From an optimization exercise on the open Yosys and OpenROAD flow, aimed at a short achievable clock period and few clock cycles; shortcuts taken in it are not production practice. Function was checked by simulation only, so behaviour that the tests miss may differ from the original. Power figures rest on the tool's default switching activity, not on a simulated workload.

$ cat config.mk
export PLATFORM = sky130hd
export DESIGN_NAME = cpu
export DESIGN_NICKNAME = cpu
export VERILOG_FILES = /design/flow/design.v
export SDC_FILE = /design/flow/constraint.sdc
export NUM_CORES = 4
export LEC_CHECK = 0
export CAP_MARGIN = 20
export CORE_MARGIN = 2
export CORE_UTILIZATION = 40
export SLEW_MARGIN = 20
$ cat constraint.sdc
create_clock -name core_clock -period 13.0 [get_ports {clk}]
set_input_delay 2.6000 -clock core_clock [delete_from_list [all_inputs] [get_ports {clk}]]
set_output_delay 2.6000 -clock core_clock [all_outputs]
set_load 0.01 [all_outputs]
$ cat design.v
package rv32i_types;
  typedef enum logic [6:0] {
    op_lui       = 7'b0110111,  
    op_auipc     = 7'b0010111,  
    op_jal       = 7'b1101111,  
    op_jalr      = 7'b1100111,  
    op_br        = 7'b1100011,  
    op_load      = 7'b0000011,  
    op_store     = 7'b0100011,  
    op_imm       = 7'b0010011,  
    op_reg       = 7'b0110011   
  } rv32i_opcode;
  typedef enum logic [2:0] {
    beq  = 3'b000,
    bne  = 3'b001,
    blt  = 3'b100,
    bge  = 3'b101,
    bltu = 3'b110,
    bgeu = 3'b111
  } branch_funct3_t;
  typedef enum logic [2:0] {
    lb  = 3'b000,
    lh  = 3'b001,
    lw  = 3'b010,
    lbu = 3'b100,
    lhu = 3'b101
  } load_funct3_t;
  typedef enum logic [2:0] {
    sb = 3'b000,
    sh = 3'b001,
    sw = 3'b010
  } store_funct3_t;
  typedef enum logic [2:0] {
    add  = 3'b000,  
    sll  = 3'b001,
    slt  = 3'b010,
    sltu = 3'b011,
    axor = 3'b100,
    sr   = 3'b101,  
    aor  = 3'b110,
    aand = 3'b111
  } arith_funct3_t;
  typedef enum logic [2:0] {
    alu_add = 3'b000,
    alu_sll = 3'b001,
    alu_sra = 3'b010,
    alu_sub = 3'b011,
    alu_xor = 3'b100,
    alu_srl = 3'b101,
    alu_or  = 3'b110,
    alu_and = 3'b111
  } alu_ops;
  typedef enum logic {
    rs1_out = 1'b0,
    pc_out  = 1'b1
  } alu_m1_sel_t;
  typedef struct packed {
    logic valid;
    logic [31:0] pc;
    logic [31:0] pc_next;
    logic [31:0] inst;
  } if_id_t;
  typedef struct packed {
    logic valid;
    logic regf_we;        
    logic mem_we;        
    logic mem_rd;        
    logic [31:0] pc;
    logic  [31:0] pc_next;
    logic  [6:0]  opcode;
    logic  [2:0]  funct3;
    logic  [4:0]  rd_s;
    logic  [6:0]  funct7;
    logic  [31:0] i_imm;
    logic  [31:0] s_imm;
    logic  [31:0] b_imm;
    logic  [31:0] u_imm;
    logic  [31:0] j_imm;
    logic  [31:0] rs1_v, rs2_v;
    logic [4:0]  rs1_s, rs2_s;
    logic [31:0] inst;
  } id_ex_t;
  typedef struct packed {
    logic valid;
    logic [31:0] rd_v;
    logic [2:0] funct3;
    logic [4:0]  rd_s;
    logic regf_we;        
    logic mem_we;        
    logic mem_rd;        
    logic [31:0] inst;
    logic [31:0] pc;
    logic [31:0] pc_next;
    logic  [31:0] rs1_v, rs2_v;
    logic [4:0]  rs1_s, rs2_s;
    logic [3:0] load_mask;  
    logic load_half_s;  
    logic load_byte_s;
    logic load_half_u;
    logic load_byte_u;
    logic [3:0] dmem_wmask;
    logic [3:0] dmem_rmask;
    logic [31:0] dmem_wdata;
    logic [31:0] dmem_addr;
  } ex_mem_t;
  typedef struct packed {
    logic valid;
    logic [4:0]  rd_s;
    logic [31:0] rd_v;
    logic regf_we;       
    logic [31:0] inst;
    logic [31:0] pc;
    logic [31:0] pc_next;
    logic  [31:0] rs1_v, rs2_v;
    logic [4:0]  rs1_s, rs2_s;
    logic [3:0] dmem_wmask;
    logic [3:0] dmem_rmask;
    logic [31:0] dmem_rdata;
    logic [31:0] dmem_wdata;
    logic [31:0] dmem_addr;
  } mem_wb_t;
  typedef struct packed {
    logic [4:0] rd_s;
    logic [31:0] rd_v;
    logic regf_we;
  } fwd_t;
endpackage
import rv32i_types::*;
module alu
(
  input logic [2:0]   aluop,
  input logic [31:0]  a, b,
  output logic [31:0] aluout
);
  logic signed   [31:0] as;
  logic signed   [31:0] bs;
  logic unsigned [31:0] au;
  logic unsigned [31:0] bu;
  assign as =   signed'(a);
  assign bs =   signed'(b);
  assign au = unsigned'(a);
  assign bu = unsigned'(b);
  always_comb begin
    unique case (aluop)
      alu_add: aluout = au +   bu;
      alu_sll: aluout = au <<  bu[4:0];
      alu_sra: aluout = unsigned'(as >>> bu[4:0]);
      alu_sub: aluout = au -   bu;
      alu_xor: aluout = au ^   bu;
      alu_srl: aluout = au >>  bu[4:0];
      alu_or:  aluout = au |   bu;
      alu_and: aluout = au &   bu;
      default: aluout = 'x;
    endcase
  end
endmodule
import rv32i_types::*;
module cmp
(
  input logic [2:0]  cmpop,
  input logic [31:0] a,
  input logic [31:0] b,
  output logic       cmpout
);
  logic signed   [31:0] as;
  logic signed   [31:0] bs;
  logic unsigned [31:0] au;
  logic unsigned [31:0] bu;
  assign as =   signed'(a);
  assign bs =   signed'(b);
  assign au = unsigned'(a);
  assign bu = unsigned'(b);
  always_comb begin
    unique case (cmpop)
      beq:  cmpout = (au == bu);
      bne:  cmpout = (au != bu);
      blt:  cmpout = (as <  bs);
      bge:  cmpout = (as >=  bs);
      bltu: cmpout = (au <  bu);
      bgeu: cmpout = (au >=  bu);
      default: cmpout = 1'bx;
    endcase
  end
endmodule
module regfile
(
  input logic         clk,
  input logic         rst,
  input logic         regf_we,
  input logic [31:0]  rd_v,
  input logic [4:0]   rs1_s, rs2_s, rd_s,
  output logic [31:0] rs1_v, rs2_v
);
  logic   [31:0]  data [32];
  always_ff @(posedge clk) begin
      if (rst) begin
          for (int i = 0; i < 32; i++) begin
              data[i] <= '0;
          end
      end else if (regf_we && (rd_s != 5'd0)) begin
          data[rd_s] <= rd_v;
      end
  end
  always_comb begin
      if (rst) begin
          rs1_v = '0;
      end
      else begin
          if (rs1_s == 0) begin
            rs1_v = '0;
          end else if (rd_s == rs1_s && regf_we) begin
            rs1_v = rd_v;
          end else begin
            rs1_v = data[rs1_s];
          end
      end
      if (rst) begin
          rs2_v = '0;
      end
      else begin
          if (rs2_s == 0) begin
            rs2_v = '0;
          end else if (rd_s == rs2_s && regf_we) begin
            rs2_v = rd_v;
          end else begin
            rs2_v = data[rs2_s];
          end
      end
  end
endmodule
import rv32i_types::*;
module if_stage
(
  input   logic   [31:0]  pc, pc_next,
  input   logic           imem_resp,
  input   logic   [31:0]  imem_rdata,
  input   logic   load_hazard,
  input   logic   global_stall,
  output  logic   [31:0]  imem_addr,
  output  logic   [3:0]   imem_mask,
  output  logic           imem_stall,
  output  rv32i_types::if_id_t         if_id_reg_next
);
  always_comb begin
      if_id_reg_next = '0;
      imem_stall = ~imem_resp;
      imem_mask       = 4'b1111;  
      if (~global_stall && ~load_hazard) begin
        imem_addr = pc_next;
      end else begin
        imem_addr = pc;
      end
      if_id_reg_next = '0;
      if (imem_resp) begin
        if_id_reg_next.pc       = pc;
        if_id_reg_next.pc_next  = pc_next;
        if_id_reg_next.valid = '1;
        if_id_reg_next.inst = imem_rdata;
      end else begin
        if_id_reg_next.valid = '0;
      end
  end
endmodule
import rv32i_types::*;
module id_stage
(
  output logic [4:0] rs1_s,
  output logic [4:0] rs2_s,
  input logic [31:0] rs1_v,
  input logic [31:0] rs2_v,
  input rv32i_types::if_id_t      if_id_reg,
  output rv32i_types::id_ex_t     id_ex_reg_next
);
  logic   [6:0]   opcode;
  assign opcode = if_id_reg.inst[6:0];
  logic [31:0] i_imm, j_imm, s_imm, u_imm, b_imm;
  assign i_imm = {{21{if_id_reg.inst[31]}}, if_id_reg.inst[30:20]};
  assign j_imm = {{12{if_id_reg.inst[31]}}, if_id_reg.inst[19:12], if_id_reg.inst[20], if_id_reg.inst[30:21], 1'b0};
  assign s_imm = {{21{if_id_reg.inst[31]}}, if_id_reg.inst[30:25], if_id_reg.inst[11:7]};
  assign u_imm = {if_id_reg.inst[31:12], 12'h000};
  assign b_imm = {{20{if_id_reg.inst[31]}}, if_id_reg.inst[7], if_id_reg.inst[30:25], if_id_reg.inst[11:8], 1'b0};
  always_comb begin
    id_ex_reg_next = '0;
    id_ex_reg_next.mem_rd = 1'b0;
    id_ex_reg_next.mem_we = 1'b0;
    id_ex_reg_next.regf_we = 1'b0;
    id_ex_reg_next.funct3 = if_id_reg.inst[14:12];
    id_ex_reg_next.funct7 = if_id_reg.inst[31:25];
    id_ex_reg_next.opcode = opcode;
    id_ex_reg_next.rd_s   = if_id_reg.inst[11:7];
    id_ex_reg_next.i_imm  = i_imm;
    id_ex_reg_next.s_imm  = s_imm;
    id_ex_reg_next.b_imm  = b_imm;
    id_ex_reg_next.u_imm  = u_imm;
    id_ex_reg_next.j_imm  = j_imm;
    rs1_s  = if_id_reg.inst[19:15];
    rs2_s  = if_id_reg.inst[24:20];
    id_ex_reg_next.pc = if_id_reg.pc;
    id_ex_reg_next.pc_next = if_id_reg.pc_next;
    id_ex_reg_next.inst = if_id_reg.inst;
    id_ex_reg_next.valid = if_id_reg.valid;
    id_ex_reg_next.rs1_v = rs1_v;
    id_ex_reg_next.rs2_v = rs2_v;
    case(opcode)
      op_lui: begin  
        id_ex_reg_next.regf_we = 1'b1;
        rs1_s = '0;
        rs2_s = '0;
      end
      op_auipc: begin  
        id_ex_reg_next.regf_we = 1'b1;
        rs1_s = '0;
        rs2_s = '0;
      end
      op_jal: begin  
        id_ex_reg_next.regf_we = 1'b1;
        rs1_s = '0;
        rs2_s = '0;
      end
      op_jalr: begin  
        id_ex_reg_next.regf_we = 1'b1;
        rs2_s = '0;
      end
      op_br: begin  
        id_ex_reg_next.regf_we = 1'b0;
        rs2_s = rs2_s;
      end
      op_load: begin  
        id_ex_reg_next.regf_we = 1'b1;
        id_ex_reg_next.mem_rd = 1'b1;
        rs2_s = '0;
      end
      op_store: begin  
        id_ex_reg_next.mem_we = 1'b1;
      end
      op_imm: begin  
        id_ex_reg_next.regf_we = 1'b1;
        rs2_s = '0;
      end
      op_reg: begin  
        id_ex_reg_next.regf_we = 1'b1;
      end
      default: begin
        id_ex_reg_next.valid      = 1'b0;
      end
    endcase
    id_ex_reg_next.rs1_s = rs1_s;
    id_ex_reg_next.rs2_s = rs2_s;
  end
endmodule
import rv32i_types::*;
module ex_stage
(
  input   rv32i_types::id_ex_t         id_ex_reg,
  output  rv32i_types::ex_mem_t        ex_mem_reg_next,
  output  logic   [3:0]   dmem_rmask,
  output  logic   [3:0]   dmem_wmask,
  output  logic   [31:0]  dmem_wdata,
  output  logic   [31:0]  dmem_addr,   
  output logic [31:0] pc_next,
  output logic jmp,
  output logic br_taken,
  output logic br_not_taken,
  input rv32i_types::fwd_t mem_fwd, wb_fwd
);
  logic   [31:0]  a;
  logic   [31:0]  b;
  logic   [2:0]   aluop;
  logic   [2:0]   cmpop;
  logic   [31:0]  aluout;
  logic           cmpout;
  cmp cmp_i (
    .a      (a),
    .b      (b),
    .cmpop  (cmpop),
    .cmpout (cmpout)
  );
  alu alu(
    .a      (a),
    .b      (b),
    .aluop  (aluop),
    .aluout (aluout)
  );
  logic [1:0] byte_align;
  logic [31:0] fwd_rs1, fwd_rs2;
  always_comb begin
    ex_mem_reg_next = '0;
    a = id_ex_reg.rs1_v;
    b = id_ex_reg.rs2_v;
    if(id_ex_reg.rs1_s != 0 && id_ex_reg.rs1_s == mem_fwd.rd_s && mem_fwd.regf_we) begin
      fwd_rs1 = mem_fwd.rd_v;
    end else if (id_ex_reg.rs1_s != 0 && id_ex_reg.rs1_s == wb_fwd.rd_s && wb_fwd.regf_we) begin
      fwd_rs1 = wb_fwd.rd_v;
    end else begin
      fwd_rs1 = id_ex_reg.rs1_v;
    end
    if(id_ex_reg.rs2_s != 0 && id_ex_reg.rs2_s == mem_fwd.rd_s && mem_fwd.regf_we) begin
      fwd_rs2 = mem_fwd.rd_v;
    end else if (id_ex_reg.rs2_s != 0 && id_ex_reg.rs2_s == wb_fwd.rd_s && wb_fwd.regf_we) begin
      fwd_rs2 = wb_fwd.rd_v;
    end else begin
      fwd_rs2 = id_ex_reg.rs2_v;
    end
    ex_mem_reg_next.mem_rd = id_ex_reg.mem_rd;
    ex_mem_reg_next.mem_we = id_ex_reg.mem_we;
    ex_mem_reg_next.rd_s     = id_ex_reg.rd_s;
    ex_mem_reg_next.regf_we = id_ex_reg.regf_we;
    ex_mem_reg_next.rd_v = 32'd0;
    aluop = alu_add;  
    cmpop = beq;  
    ex_mem_reg_next.valid = id_ex_reg.valid;
    byte_align = 2'b0;
    ex_mem_reg_next.pc = id_ex_reg.pc;
    ex_mem_reg_next.pc_next = id_ex_reg.pc_next;
    ex_mem_reg_next.inst = id_ex_reg.inst;
    ex_mem_reg_next.rs1_v = fwd_rs1;
    ex_mem_reg_next.rs2_v = fwd_rs2;
    ex_mem_reg_next.rs1_s = id_ex_reg.rs1_s;
    ex_mem_reg_next.rs2_s = id_ex_reg.rs2_s;
    ex_mem_reg_next.load_mask = 4'h0;
    ex_mem_reg_next.funct3 = id_ex_reg.funct3;
    dmem_rmask = 4'b0000;
    dmem_wmask = 4'b0000;
    dmem_addr  = 32'd0;
    dmem_wdata = 32'd0;
    ex_mem_reg_next.dmem_addr = dmem_addr;
    ex_mem_reg_next.dmem_rmask = dmem_rmask;
    jmp = '0;
    br_taken = '0;
    br_not_taken = '0;
    pc_next = id_ex_reg.pc_next;
    ex_mem_reg_next.dmem_wdata = dmem_wdata;  
    ex_mem_reg_next.dmem_wmask = dmem_wmask;
    case(id_ex_reg.opcode)
      op_imm: begin
        a = fwd_rs1;
        b = id_ex_reg.i_imm;
        ex_mem_reg_next.rs1_v = fwd_rs1;
        ex_mem_reg_next.rs2_v = '0;
        ex_mem_reg_next.rs2_s = '0;
        case(id_ex_reg.funct3)
          3'b000: begin  
            case(id_ex_reg.funct7[5])
              1'b0: begin
                aluop = alu_add;
              end
              1'b1: begin
                aluop = alu_add;  
              end
            endcase
            ex_mem_reg_next.rd_v = aluout;
          end
          3'b010: begin  
            cmpop = blt;
            case(cmpout)
              1'b1: begin
                ex_mem_reg_next.rd_v = 32'd1;
              end
              1'b0: begin
                ex_mem_reg_next.rd_v = 32'd0;
              end
            endcase
          end
          3'b011: begin  
            cmpop = bltu;
            case(cmpout)
              1'b1: begin
                ex_mem_reg_next.rd_v = 32'd1;
              end
              1'b0: begin
                ex_mem_reg_next.rd_v = 32'd0;
              end
            endcase
          end
          3'b100: begin  
            aluop = alu_xor;
            ex_mem_reg_next.rd_v = aluout;
          end
          3'b110: begin  
            aluop = alu_or;
            ex_mem_reg_next.rd_v = aluout;
          end
          3'b111: begin  
            aluop = alu_and;
            ex_mem_reg_next.rd_v = aluout;
          end
          3'b001: begin  
            aluop = alu_sll;
            ex_mem_reg_next.rd_v = aluout;
          end
          3'b101: begin  
            if (id_ex_reg.funct7[5]) begin  
              aluop = alu_sra;
            end else begin  
              aluop = alu_srl;
            end
            ex_mem_reg_next.rd_v = aluout;
          end
          default: begin
            aluop = alu_add;  
            b     = 0;
            ex_mem_reg_next.rd_v = aluout;
            ex_mem_reg_next.valid = 1'b0;
          end
        endcase
      end
      op_reg: begin
        a = fwd_rs1;
        b = fwd_rs2;
        ex_mem_reg_next.rs1_v = fwd_rs1;
        ex_mem_reg_next.rs2_v = fwd_rs2;
        case(id_ex_reg.funct3)
          3'b000: begin  
            if (id_ex_reg.funct7[5]) begin  
              aluop = alu_sub;
            end else begin  
              aluop = alu_add;
            end
            ex_mem_reg_next.rd_v = aluout;
          end
          3'b001: begin  
            aluop = alu_sll;
            ex_mem_reg_next.rd_v = aluout;
          end
          3'b010: begin  
            cmpop = blt;
            case(cmpout)
              1'b1: begin
                ex_mem_reg_next.rd_v = 32'd1;
              end
              1'b0: begin
                ex_mem_reg_next.rd_v = 32'd0;
              end
            endcase
          end
          3'b011: begin  
            cmpop = bltu;
            case(cmpout)
              1'b1: begin
                ex_mem_reg_next.rd_v = 32'd1;
              end
              1'b0: begin
                ex_mem_reg_next.rd_v = 32'd0;
              end
            endcase
          end
          3'b100: begin  
            aluop = alu_xor;
            ex_mem_reg_next.rd_v = aluout;
          end
          3'b110: begin  
            aluop = alu_or;
            ex_mem_reg_next.rd_v = aluout;
          end
          3'b111: begin  
            aluop = alu_and;
            ex_mem_reg_next.rd_v = aluout;
          end
          3'b101: begin  
            if (id_ex_reg.funct7[5]) begin  
              aluop = alu_sra;
            end else begin  
              aluop = alu_srl;
            end
            ex_mem_reg_next.rd_v = aluout;
          end
          default: begin
            aluop = alu_add;  
            b     = 0;
            ex_mem_reg_next.rd_v = aluout;
            ex_mem_reg_next.valid = 1'b0;
          end
        endcase
      end
      op_load: begin
        a = fwd_rs1;
        ex_mem_reg_next.rs1_v = fwd_rs1;
        ex_mem_reg_next.rs2_s = '0;
        ex_mem_reg_next.dmem_wmask = '0;
        aluop = alu_add;  
        b     = id_ex_reg.i_imm;
        ex_mem_reg_next.rd_v = {aluout[31:2], 2'b00};
        dmem_addr = {aluout[31:2], 2'b00};  
        ex_mem_reg_next.dmem_addr = {aluout[31:2], 2'b00};
        byte_align = aluout[1:0];
        case(id_ex_reg.funct3)
          lb: begin
            dmem_rmask = 4'b0001 << byte_align;
            ex_mem_reg_next.load_mask[0] = 1'b1;
            ex_mem_reg_next.dmem_rmask = 4'b0001 << byte_align;
          end
          lh: begin
            dmem_rmask = 4'b0011 << {byte_align[1], 1'b0};
            ex_mem_reg_next.load_mask[1] = 1'b1;
            ex_mem_reg_next.dmem_rmask = 4'b0011 << {byte_align[1], 1'b0};
          end
          lw: begin
            dmem_rmask = 4'b1111;
            ex_mem_reg_next.dmem_rmask = 4'b1111;
          end
          lbu: begin
            dmem_rmask = 4'b0001 << byte_align;
            ex_mem_reg_next.load_mask[2] = 1'b1;
            ex_mem_reg_next.dmem_rmask = 4'b0001 << byte_align;
          end
          lhu: begin
            dmem_rmask = 4'b0011 << {byte_align[1], 1'b0};
            ex_mem_reg_next.load_mask[3] = 1'b1;
            ex_mem_reg_next.dmem_rmask = 4'b0011 << {byte_align[1], 1'b0};
          end
          default: begin
            dmem_rmask = 4'b0000;
            ex_mem_reg_next.valid = 1'b0;
            ex_mem_reg_next.dmem_rmask =  4'b0000;
          end
        endcase
      end
      op_store: begin
        a = fwd_rs1;
        ex_mem_reg_next.rs1_v = fwd_rs1;
        ex_mem_reg_next.dmem_rmask = '0;
        ex_mem_reg_next.rd_s = '0;
        aluop = alu_add;  
        b     = id_ex_reg.s_imm;
        ex_mem_reg_next.rs2_v = fwd_rs2;
        ex_mem_reg_next.rd_v = aluout;
        dmem_addr = {aluout[31:2], 2'b00};  
        ex_mem_reg_next.dmem_addr = {aluout[31:2], 2'b00};
        byte_align = aluout[1:0];
        dmem_wdata = fwd_rs2;
        case(id_ex_reg.funct3)
          sb: begin
            case (byte_align)
            2'b00: begin 
              dmem_wmask = 4'b0001; 
              dmem_wdata = {24'h000000, dmem_wdata[7:0]};
              ex_mem_reg_next.dmem_wmask = dmem_wmask;
              ex_mem_reg_next.dmem_wdata = dmem_wdata;
            end
            2'b01: begin 
              dmem_wmask = 4'b0010; 
              dmem_wdata = {16'h0000, dmem_wdata[7:0], 8'h00};
              ex_mem_reg_next.dmem_wmask = dmem_wmask;
              ex_mem_reg_next.dmem_wdata = dmem_wdata;
            end
            2'b10: begin 
              dmem_wmask = 4'b0100; 
              dmem_wdata = {8'h00, dmem_wdata[7:0], 16'h0000};
              ex_mem_reg_next.dmem_wmask = dmem_wmask;
              ex_mem_reg_next.dmem_wdata = dmem_wdata;
            end
            2'b11: begin 
              dmem_wmask = 4'b1000; 
              dmem_wdata = {dmem_wdata[7:0], 24'h000000};
              ex_mem_reg_next.dmem_wmask = dmem_wmask;
              ex_mem_reg_next.dmem_wdata = dmem_wdata;
            end
            endcase
          end
          sh: begin
            case(byte_align)
            2'b00: begin
              dmem_wmask = 4'b0011;
              dmem_wdata = {16'h0, dmem_wdata[15:0]};
              ex_mem_reg_next.dmem_wmask = dmem_wmask;
              ex_mem_reg_next.dmem_wdata = dmem_wdata;
            end
            2'b10: begin
              dmem_wmask = 4'b1100;
              dmem_wdata = {dmem_wdata[15:0], 16'h0};
              ex_mem_reg_next.dmem_wmask = dmem_wmask;
              ex_mem_reg_next.dmem_wdata = dmem_wdata;
            end
            default:begin
              dmem_wmask = 4'b0000;
              ex_mem_reg_next.dmem_wmask = 4'h0;
              ex_mem_reg_next.valid = 1'b0;
            end
            endcase
          end
          sw: begin
            dmem_wmask = 4'b1111;
            ex_mem_reg_next.dmem_wmask = dmem_wmask;
            ex_mem_reg_next.dmem_wdata = dmem_wdata;
          end
          default: begin
            dmem_wmask = 4'b0000;
            ex_mem_reg_next.dmem_wmask = 4'h0;
            ex_mem_reg_next.valid = 1'b0;
          end
        endcase
      end
      op_lui: begin
        ex_mem_reg_next.rd_v = id_ex_reg.u_imm;
        ex_mem_reg_next.rs2_v = '0;
        ex_mem_reg_next.rs2_s = '0;
        ex_mem_reg_next.rs1_v = '0;
        ex_mem_reg_next.rs1_s = '0;
      end
      op_auipc: begin
        aluop = alu_add;
        a     = id_ex_reg.pc;
        b     = id_ex_reg.u_imm;
        ex_mem_reg_next.rd_v = aluout;
        ex_mem_reg_next.rs1_v = '0;
        ex_mem_reg_next.rs1_s = '0;
        ex_mem_reg_next.rs2_v = '0;
        ex_mem_reg_next.rs2_s = '0;
      end
      op_jal: begin
        aluop = alu_add;
        a = id_ex_reg.pc;
        b     = id_ex_reg.j_imm;
        pc_next = aluout;  
        ex_mem_reg_next.pc_next = pc_next;
        ex_mem_reg_next.rd_v = id_ex_reg.pc + 'd4;  
        ex_mem_reg_next.rs2_v = '0;
        ex_mem_reg_next.rs2_s = '0;
        jmp = '1 & id_ex_reg.valid;
      end
      op_jalr: begin
        a = fwd_rs1;
        ex_mem_reg_next.rs1_v = fwd_rs1;
        ex_mem_reg_next.rs2_v = '0;
        ex_mem_reg_next.rs2_s = '0;
        aluop = alu_add;
        b     = id_ex_reg.i_imm;
        pc_next = aluout & ~32'd1;  
        ex_mem_reg_next.pc_next = pc_next;
        ex_mem_reg_next.rd_v = id_ex_reg.pc + 'd4;  
        jmp = '1 & id_ex_reg.valid;
      end
      op_br: begin
        a = fwd_rs1;
        b = fwd_rs2;
        ex_mem_reg_next.rs1_v = fwd_rs1;
        ex_mem_reg_next.rs2_v = fwd_rs2;
        ex_mem_reg_next.rd_s = '0;
        case(id_ex_reg.funct3)
          beq: begin  
            cmpop = beq;
          end
          bne: begin  
            cmpop = bne;
          end
          blt: begin  
            cmpop = blt;
          end
          bge: begin  
            cmpop = bge;
          end
          bltu: begin  
            cmpop = bltu;
          end
          bgeu: begin  
            cmpop = bgeu;
          end
          default: begin
            cmpop = beq;  
            b     = 0;
            ex_mem_reg_next.valid = 1'b0;
          end
        endcase
        if (cmpout) begin
          pc_next = id_ex_reg.pc + id_ex_reg.b_imm;  
          br_taken = '1 & id_ex_reg.valid;
          jmp = '1 & id_ex_reg.valid;
        end else begin
          ex_mem_reg_next.pc_next = id_ex_reg.pc_next;  
          br_not_taken = '1 & id_ex_reg.valid;
        end
        ex_mem_reg_next.pc_next = pc_next;
      end
      default: begin
        ex_mem_reg_next.rs2_v = '0;
        ex_mem_reg_next.rs2_s = '0;
        aluop = alu_add;  
        b     = 0;
        ex_mem_reg_next.rd_v = aluout;
        ex_mem_reg_next.valid = 1'b0;
      end
    endcase
  end
endmodule
import rv32i_types::*;
module mem_stage
(
  input rv32i_types::ex_mem_t      ex_mem_reg,
  output rv32i_types::mem_wb_t     mem_wb_reg_next,
  input logic [31:0]  dmem_rdata
);
  logic read_req;
  logic write_req;
  logic request;
  assign read_req = |ex_mem_reg.dmem_rmask;
  assign write_req = |ex_mem_reg.dmem_wmask;
  assign request = read_req | write_req;
  always_comb begin
    mem_wb_reg_next = '0;
    mem_wb_reg_next.valid     = ex_mem_reg.valid;
    mem_wb_reg_next.rd_v = ex_mem_reg.rd_v;
    mem_wb_reg_next.rd_s         = ex_mem_reg.rd_s;
    mem_wb_reg_next.regf_we    = ex_mem_reg.regf_we;
    mem_wb_reg_next.valid      = ex_mem_reg.valid;
    mem_wb_reg_next.pc_next    = ex_mem_reg.pc_next;
    mem_wb_reg_next.pc         = ex_mem_reg.pc;
    mem_wb_reg_next.inst       = ex_mem_reg.inst;
    mem_wb_reg_next.rs1_v     = ex_mem_reg.rs1_v;
    mem_wb_reg_next.rs2_v     = ex_mem_reg.rs2_v;
    mem_wb_reg_next.rs1_s     = ex_mem_reg.rs1_s;
    mem_wb_reg_next.rs2_s     = ex_mem_reg.rs2_s;
    mem_wb_reg_next.dmem_wdata = ex_mem_reg.dmem_wdata;
    mem_wb_reg_next.dmem_addr  = ex_mem_reg.dmem_addr;
    mem_wb_reg_next.dmem_wmask = ex_mem_reg.dmem_wmask;
    mem_wb_reg_next.dmem_rmask = ex_mem_reg.dmem_rmask;
    mem_wb_reg_next.dmem_rdata = '0;  
    if (ex_mem_reg.mem_rd & ex_mem_reg.valid) begin  
      mem_wb_reg_next.rd_v = dmem_rdata;  
      mem_wb_reg_next.dmem_rdata = dmem_rdata;
      if(ex_mem_reg.load_mask[0]) begin  
        case(ex_mem_reg.dmem_rmask)
          4'b0001: mem_wb_reg_next.rd_v = {{24{dmem_rdata[7]}}, dmem_rdata[7:0]};
          4'b0010: mem_wb_reg_next.rd_v = {{24{dmem_rdata[15]}}, dmem_rdata[15:8]};
          4'b0100: mem_wb_reg_next.rd_v = {{24{dmem_rdata[23]}}, dmem_rdata[23:16]};
          4'b1000: mem_wb_reg_next.rd_v = {{24{dmem_rdata[31]}}, dmem_rdata[31:24]};
          default: mem_wb_reg_next.valid = 1'b0;
        endcase
      end else if(ex_mem_reg.load_mask[1]) begin  
        case (ex_mem_reg.dmem_rmask)
          4'b0011: mem_wb_reg_next.rd_v = {{16{dmem_rdata[15]}}, dmem_rdata[15:0]};
          4'b1100: mem_wb_reg_next.rd_v = {{16{dmem_rdata[31]}}, dmem_rdata[31:16]};
          default: mem_wb_reg_next.valid = 1'b0;
        endcase
      end else if(ex_mem_reg.load_mask[2]) begin  
        case(ex_mem_reg.dmem_rmask)
          4'b0001: mem_wb_reg_next.rd_v = {{24'h0}, dmem_rdata[7:0]};
          4'b0010: mem_wb_reg_next.rd_v = {{24'h0}, dmem_rdata[15:8]};
          4'b0100: mem_wb_reg_next.rd_v = {{24'h0}, dmem_rdata[23:16]};
          4'b1000: mem_wb_reg_next.rd_v = {{24'h0}, dmem_rdata[31:24]};
          default: mem_wb_reg_next.valid = 1'b0;
        endcase
      end else if(ex_mem_reg.load_mask[3]) begin  
        case (ex_mem_reg.dmem_rmask)
          4'b0011: mem_wb_reg_next.rd_v = {{16'h0}, dmem_rdata[15:0]};
          4'b1100: mem_wb_reg_next.rd_v = {{16'h0}, dmem_rdata[31:16]};
          default: mem_wb_reg_next.valid = 1'b0;
        endcase
      end
    end else if (ex_mem_reg.regf_we & ex_mem_reg.valid) begin
      mem_wb_reg_next.rd_v = ex_mem_reg.rd_v;  
    end else begin
      mem_wb_reg_next.rd_v = '0; 
    end
    if (ex_mem_reg.mem_we & ex_mem_reg.valid) begin
      mem_wb_reg_next.rd_v = '0;  
    end
  end
endmodule
import rv32i_types::*;
module wb_stage
(
  input rv32i_types::mem_wb_t      mem_wb_reg,
  output logic [31:0] wb_rd_v,
  output logic [4:0]  wb_rd_s,
  output logic        wb_regf_we
);
  logic [4:0] rd_addr;
  assign rd_addr = wb_rd_s;
  always_comb begin
    if (mem_wb_reg.regf_we & mem_wb_reg.valid) begin
      wb_rd_v     = mem_wb_reg.rd_v;
      wb_rd_s     = mem_wb_reg.rd_s;
      wb_regf_we  = 1'b1;
    end else begin
      wb_rd_v     = 32'b0;
      wb_rd_s     = 5'b0;
      wb_regf_we  = 1'b0;
    end
  end
endmodule
import rv32i_types::*;
module cpu
(
    input logic         clk,
    input logic         rst,
    output logic [31:0] imem_addr,
    output logic [3:0]  imem_rmask,
    input logic [31:0]  imem_rdata,
    input logic         imem_resp,
    output logic [31:0] dmem_addr,
    output logic [3:0]  dmem_rmask,
    output logic [3:0]  dmem_wmask,
    input logic [31:0]  dmem_rdata,
    output logic [31:0] dmem_wdata,
    input logic         dmem_resp
);
  logic           global_stall;
  logic           imem_stall;
  logic           dmem_stall;
  logic rvfi_valid;
  logic [31:0]    pc, pc_next, pc_jmp;
  logic [4:0]     rs1_s, rs2_s, wb_rd_s;
  logic           wb_regf_we;
  logic [31:0]    rs1_v, rs2_v, wb_rd_v;
  rv32i_types::if_id_t  if_id_reg,  if_id_reg_next;
  rv32i_types::id_ex_t  id_ex_reg,  id_ex_reg_next;
  rv32i_types::ex_mem_t ex_mem_reg, ex_mem_reg_next;
  rv32i_types::mem_wb_t mem_wb_reg, mem_wb_reg_next;
  rv32i_types::fwd_t mem_fwd, wb_fwd;
  assign mem_fwd.rd_v = ex_mem_reg.rd_v; 
  assign mem_fwd.rd_s = ex_mem_reg.rd_s;
  assign mem_fwd.regf_we = ex_mem_reg.valid & ex_mem_reg.regf_we & (~ex_mem_reg.mem_rd);
  assign wb_fwd.rd_v = mem_wb_reg.rd_v;
  assign wb_fwd.rd_s = mem_wb_reg.rd_s;
  assign wb_fwd.regf_we = mem_wb_reg.valid & mem_wb_reg.regf_we;
  logic load_hazard;
  assign load_hazard = (id_ex_reg.mem_rd & ((rs1_s == id_ex_reg.rd_s) | (rs2_s == id_ex_reg.rd_s)) & (|id_ex_reg.rd_s));
  logic inst_latched;
  logic jmp, br_taken, br_not_taken;
  logic [31:0] inst_latch;
  logic if_id_st, pc_st, id_ex_st;
  logic if_id_clr, id_ex_clr;
  always_comb begin
    if_id_st = '0;
    if_id_clr = '0;
    id_ex_clr = '0;
    id_ex_st = '0;
    pc_st = '0;
    if (jmp) begin
      if_id_clr = '1;
      id_ex_clr = '1;
    end 
    if (load_hazard) begin
      id_ex_clr = '1;
      if_id_st = '1;
      pc_st = '1;
    end
  end
  logic [63:0] rvfi_order;
  logic dmem_req;
  assign dmem_req = (|ex_mem_reg.dmem_rmask) | (|ex_mem_reg.dmem_wmask);
  logic [3:0] dmem_rmask_ex;
  logic [3:0] dmem_wmask_ex;
  logic [31:0] dmem_addr_ex, dmem_wdata_ex;
  assign dmem_stall = ex_mem_reg.valid & dmem_req & ~dmem_resp;
  always_comb begin
    if (!global_stall) begin
      dmem_rmask = dmem_rmask_ex;
      dmem_wmask = dmem_wmask_ex;
      dmem_wdata = dmem_wdata_ex;
      dmem_addr = dmem_addr_ex;
    end else begin
      dmem_rmask = ex_mem_reg.dmem_rmask;
      dmem_wmask = ex_mem_reg.dmem_wmask;
      dmem_wdata = ex_mem_reg.dmem_wdata;
      dmem_addr = ex_mem_reg.dmem_addr;
    end
  end
  assign global_stall = imem_stall || dmem_stall;
  assign pc_next = jmp ? pc_jmp : pc + 'd4;
  always_ff @(posedge clk) begin
    if (rst) begin
      pc <= 32'haaaa_a000;
      if_id_reg <= '0;
      id_ex_reg <= '0;
      ex_mem_reg <= '0;
      mem_wb_reg <= '0;
    end else if (!global_stall) begin
      ex_mem_reg <= ex_mem_reg_next;
      mem_wb_reg <= mem_wb_reg_next;
      if(if_id_clr) begin
        if_id_reg <= '0;
      end else if(if_id_st) begin 
        if_id_reg <= if_id_reg;
      end else begin
        if_id_reg <= if_id_reg_next;
      end
      if (id_ex_clr) begin 
        id_ex_reg <= '0;
      end else if (id_ex_st) begin
        id_ex_reg <= id_ex_reg;
      end else begin
        id_ex_reg <= id_ex_reg_next;
      end
      if(pc_st) begin 
        pc <= pc;
      end else begin
        pc        <= pc_next;
      end
    end else begin
      pc        <= pc;
      if_id_reg  <= if_id_reg;
      id_ex_reg  <= id_ex_reg;
      ex_mem_reg <= ex_mem_reg;
      mem_wb_reg <= mem_wb_reg;
    end
  end
  regfile regfile_i (
    .clk     (clk),
    .rst     (rst),
    .regf_we (wb_regf_we),
    .rd_s    (wb_rd_s),
    .rd_v    (wb_rd_v),
    .rs1_s   (rs1_s),
    .rs2_s   (rs2_s),
    .rs1_v   (rs1_v),
    .rs2_v   (rs2_v)
  );
  if_stage if_stage_i (
    .imem_addr      (imem_addr),
    .imem_mask      (imem_rmask),
    .imem_stall     (imem_stall),
    .imem_resp      (imem_resp),
    .pc             (pc),
    .pc_next        (pc_next),
    .if_id_reg_next (if_id_reg_next),
    .imem_rdata     (imem_rdata),
    .load_hazard    (load_hazard),
    .global_stall   (global_stall)
  );
  id_stage id_stage_i (
    .if_id_reg      (if_id_reg),
    .id_ex_reg_next (id_ex_reg_next),
    .rs1_s          (rs1_s),
    .rs2_s          (rs2_s),
    .rs1_v          (rs1_v),
    .rs2_v          (rs2_v)
  );
  ex_stage ex_stage_i (
    .id_ex_reg       (id_ex_reg),
    .ex_mem_reg_next (ex_mem_reg_next),
    .dmem_rmask      (dmem_rmask_ex),
    .dmem_wmask      (dmem_wmask_ex),
    .dmem_wdata      (dmem_wdata_ex),
    .dmem_addr       (dmem_addr_ex),
    .pc_next        (pc_jmp),
    .jmp            (jmp),
    .br_taken       (br_taken),
    .br_not_taken   (br_not_taken),
    .mem_fwd         (mem_fwd),
    .wb_fwd          (wb_fwd)
  );
  mem_stage mem_stage_i (
    .ex_mem_reg      (ex_mem_reg),
    .mem_wb_reg_next (mem_wb_reg_next),
    .dmem_rdata      (dmem_rdata)
  );
  wb_stage wb_stage_i (
    .mem_wb_reg     (mem_wb_reg),
    .wb_rd_v        (wb_rd_v),
    .wb_rd_s        (wb_rd_s),
    .wb_regf_we     (wb_regf_we)
  );
  logic [31:0] rvfi_pc;
  logic [31:0] rvfi_pc_next;
  logic [31:0] rvfi_inst;
  logic [3:0] rvfi_dmem_rmask;
  logic [3:0]  rvfi_dmem_wmask;
  logic [31:0] rvfi_dmem_addr;
  logic [31:0] rvfi_dmem_wdata;
  logic [31:0] rvfi_dmem_rdata;
  assign rvfi_dmem_rmask = mem_wb_reg.dmem_rmask;
  assign rvfi_dmem_wmask = mem_wb_reg.dmem_wmask;
  assign rvfi_dmem_addr  = mem_wb_reg.dmem_addr;
  assign rvfi_dmem_wdata = mem_wb_reg.dmem_wdata;
  assign rvfi_dmem_rdata = mem_wb_reg.dmem_rdata;
  assign rvfi_pc = mem_wb_reg.pc;
  assign rvfi_pc_next = mem_wb_reg.pc_next;
  assign rvfi_inst = mem_wb_reg.inst;
  assign rvfi_valid = mem_wb_reg.valid & !global_stall;
  always_ff @ (posedge clk) begin
    if (rst) begin
      rvfi_order <= 64'd0;
    end else if (rvfi_valid) begin
      rvfi_order <= rvfi_order + 64'd1;
    end
  end
endmodule
$ cat run.sh
#!/bin/bash
# synth_recipe.tcl (not shown) runs the flow's synth.tcl, then flattens the netlist and writes it again
# the make line also repeats each setting of config.mk as NAME=value (left out here)
make -C /OpenROAD-flow-scripts/flow DESIGN_CONFIG=/design/flow/config.mk WORK_HOME=/design/flow/orfs CLKGATE_MAP_FILE= SYNTH_SCRIPT=/design/flow/synth_recipe.tcl finish
==> results.txt <==
## path summary, 6_finish.rpt
path | endpoint
worst max-delay path | dmem_addr[25]
worst min-delay path | ex_mem_reg[251]$_SDFFE_PP0N_
worst max register to register | if_id_reg[20]$_SDFFE_PP0P_
worst min register to register | ex_mem_reg[251]$_SDFFE_PP0N_
## report_power, final
part	switching [mW]	total (mW)	internal [mW]
registers	0.181	5.40	5.22
logic	1.27	1.77	0.501
clock network	2.17	4.97	2.80
## routing by layer
layer | vias up | track usage (%) | wire length [um]
met4 | 18 | 29.48 | 41780
met2 | 6406 | 59.58 | 198700
met3 | 1407 | 9.359 | 51880
met1 | 43140 | 50.17 | 172400
met5 | - | 0.04264 | 117
li1 | 37010 | - | -
## cells by family after synthesis
logic type / after synthesis / synth area share [%]
adders and majority gates: 132 / 1.884
and+or+nand+nor: 4349 / 20.60
other: 2 / 0.008450
muxes: 421 / 4.892
buffers and inverters: 1167 / 5.205
DFF: 1473 / 44.71
AOI/OAI and AO/OA: 2660 / 21.37
xor gates and xnor gates: 135 / 1.330
## cell type report
cell class | instances | area (sq um)
diodes | 22 | 55.05
multi-input cells | 7735 | 45250
fillers | 21500 | 122200
clock inverters | 91 | 1062
flip-flops and latches | 1473 | 39750
repair buffers | 514 | 4456
inverters | 150 | 570.5
well taps | 2975 | 3722
clock buffers | 224 | 4618
## critical path, cell delays in order (launching register included)
cell	delay [ns]
dfxtp_1	0.72
xor2_1	0.21
nor4_1	0.50
and3_1	0.59
buf_4	0.33
mux2i_1	0.27
o21ai_0	0.24
a21boi_0	0.59
inv_1	0.10
ha_1	0.26
nor3_1	0.19
buf_4	0.17
nand2_1	0.05
o21ai_0	0.33
o21ai_0	0.43
a311o_1	0.53
a311oi_1	0.52
o21ai_0	0.46
a311oi_2	1.14
nand2_1	0.29
o21ai_0	0.24
clkdlybuf4s50_1	0.57
## cells in the final DEF, fill, tap and decap left out, types with 92 or more instances in the layout
master	synthesis	layout
buf_4	15	330
a211oi_1	111	110
inv_1	143	141
and3_1	200	199
nand3_1	505	497
ha_1	129	129
a21oi_1	647	639
nand2_1	1687	1629
a311oi_1	141	140
a221o_1	92	92
a22oi_1	316	316
a221oi_1	214	214
clkdlybuf4s50_1	0	168
dfxtp_1	449	445
o21ai_0	381	380
nor2_1	1620	1610
mux2i_1	331	331
edfxtp_1	1024	1024
clkbuf_16	0	171
## stage by stage
step                setup WS [ns]  cells  util [%]  instance area, sq um  hold WS, ns
global route               0.4384  13170     44.86                 99440       0.4623
finish                     0.7896  13180     44.88                 99490       0.4502
detailed placement          1.924  12850     42.27                 93700       0.4429
floorplan                   3.688  10380         -                 89010       0.4249
global placement            1.828  12850     42.25                 93650       0.4334
CTS                        0.9828  13160     44.84                 99380       0.4417
==> impl_results.md <==
* Clk slew on worst S/H paths at 0.07 ns
* Global-route wire length before repair at 640.7 mm
* Reg2reg start: mem_wb_reg[307]$_SDFFE_PP0N_
* Chip width at 475.4 um
* Number of global-route vias before repair at 80510
* R2r worst-path depth at 23
* Root buffer cell: clkbuf_16
* Critical path endpoint category: output pin
* Final TNS setup at 0 ns
* Setup Buffers After CTS at 0
* RSZ-0062 raised after global routing: no
* Total chip power at 12.14 mW
* Peak Freq at 0.08190 GHz
* Vias post-DR at 87980
* Post-synthesis sequential area ratio at 44.71%
* Kind of critical path: reg -> out
* MaxCap Viol Count at 0
* CTS Buf Count at 170
* Max FFs per register at 1024
* Reg-to-reg slack, setup at 3.52 ns
* Detailed Route WL at 464.8 mm
* Global Route Usage Sum at 39.86%
* Endpoints failing setup at 0
* Final Cycle Share at 93.93%
* Post-synth EDFFs at 1024
* Worst path required time at 10.40 ns
* Fraction of registers with async set/reset at 0%
* WL per Instance at 35.26 um
* Area contributors post-synth: edfxtp_1 35%, dfxtp_1 10%, nand2_1 7.1%
* Die ar. at 226000 sq um
* Synth area leader: edfxtp_1
* Power per cell area at 122.0 nW/um^2
* Synth Instances at 10340
* Initial antenna violation count at 36
* Clock buffer depth at 3
* Final nets at 10240
* Hold buffers post-CTS at 0
* GRT overflow at 0
* Post-route minimum period at 12.21 ns
* CP Launch Type: register
* Synth Cell Area at 88880 sq um
* Hold WC Path Type: reg -> reg
* Sink Count at 1473
* Layout cell share with drive strength beyond 1 at 8.874%
* Relative slew margins at 13.73%
* Initial DRC Count at 13530
* Top-area cell type share of the netlist area at 34.60%
* Worst-Margin Slew at 1.278 ns
* Final hold violations at 0
* Seq cells post-synth at 1473
* Initial core utilization at 40.10%
* Most instantiated cells after synthesis: 1687 x nand2_1, 1620 x nor2_1, 1024 x edfxtp_1, 869 x clkbuf_1, 647 x a21oi_1
* YS warnings at 9
* Resize count post-CTS at 0
* Area growth from synthesis to layout at 11.94%
* RePlAce Congestion at 1.055
* Detail Route Antenna Nets at 0
* Worst-path fanout max at 13
* Core area at 221700 sq um
* Pre-antenna DRT Iters at 7
* Via/cell ratio at 6.673
* Clk Latency, worst-skew pair at 0.88 ns
* Port Buffers at 169
* Hold Crit Depth at 2
* Synth unique cells at 111
* TritonCTS clock tree: built
* Mapped Avg Cell Area at 8.596 sq um
* Status: finished clean
* Top-count cell post-synth: nand2_1
* Largest net degree at the start of global routing at 155
* DRC Markers at 0
* Clock Skew at 0.08325 ns
* Crit path DAT at 9.61 ns
* Post-detail-place hpwl at 312.7 mm
* Critical Path Source: mem_wb_reg[307]$_SDFFE_PP0N_
* Std-Cell Rows at 173
* Htree depth at 4
* Leak pwr at 35.22 nW
* Peak VDD IR at 176.5 uV
* IO Count at 176
* Slew Limit Fails at 0
* Hold path start: id_ex_reg[353]$_SDFFE_PP0N_
* Main synth FF type: edfxtp_1
* Die height at 475.4 um
Testbench counts, summed over its fixed seeds: cycles 76,797.

## re-timing with driven ports
No port has a modelled driver above. Below, the same layout with a new extraction and two added sets of constraints.
Step 1 sets driving cells, clkbuf_16 on the clock port and buf_2 on the other inputs (assumed; they add their load-dependent delay and slew).
Step 2 adds t to the input delays and takes it off the output delays; t is the mean of the earliest and latest rising clock arrival at the registers after step 1. Input paths then give back, and output paths get back, about the clock's delay inside the block.
Three values: ideal ports, drivers, drivers and shift; two values: the first two.
t, ns: 0.944
slack for setup (ns): 0.790 / 0.690 / 1.634
latest minus earliest clock arrival (ns): 0.084 / 0.085
slew at the worst register clock pin (ns): 0.08 / 0.08
cell pins on the clock port's net: 1
After both steps setup and hold are still met in this run. For this run, drivers alone change the setup slack by -0.100 ns; drivers and shift together by +0.844 ns.
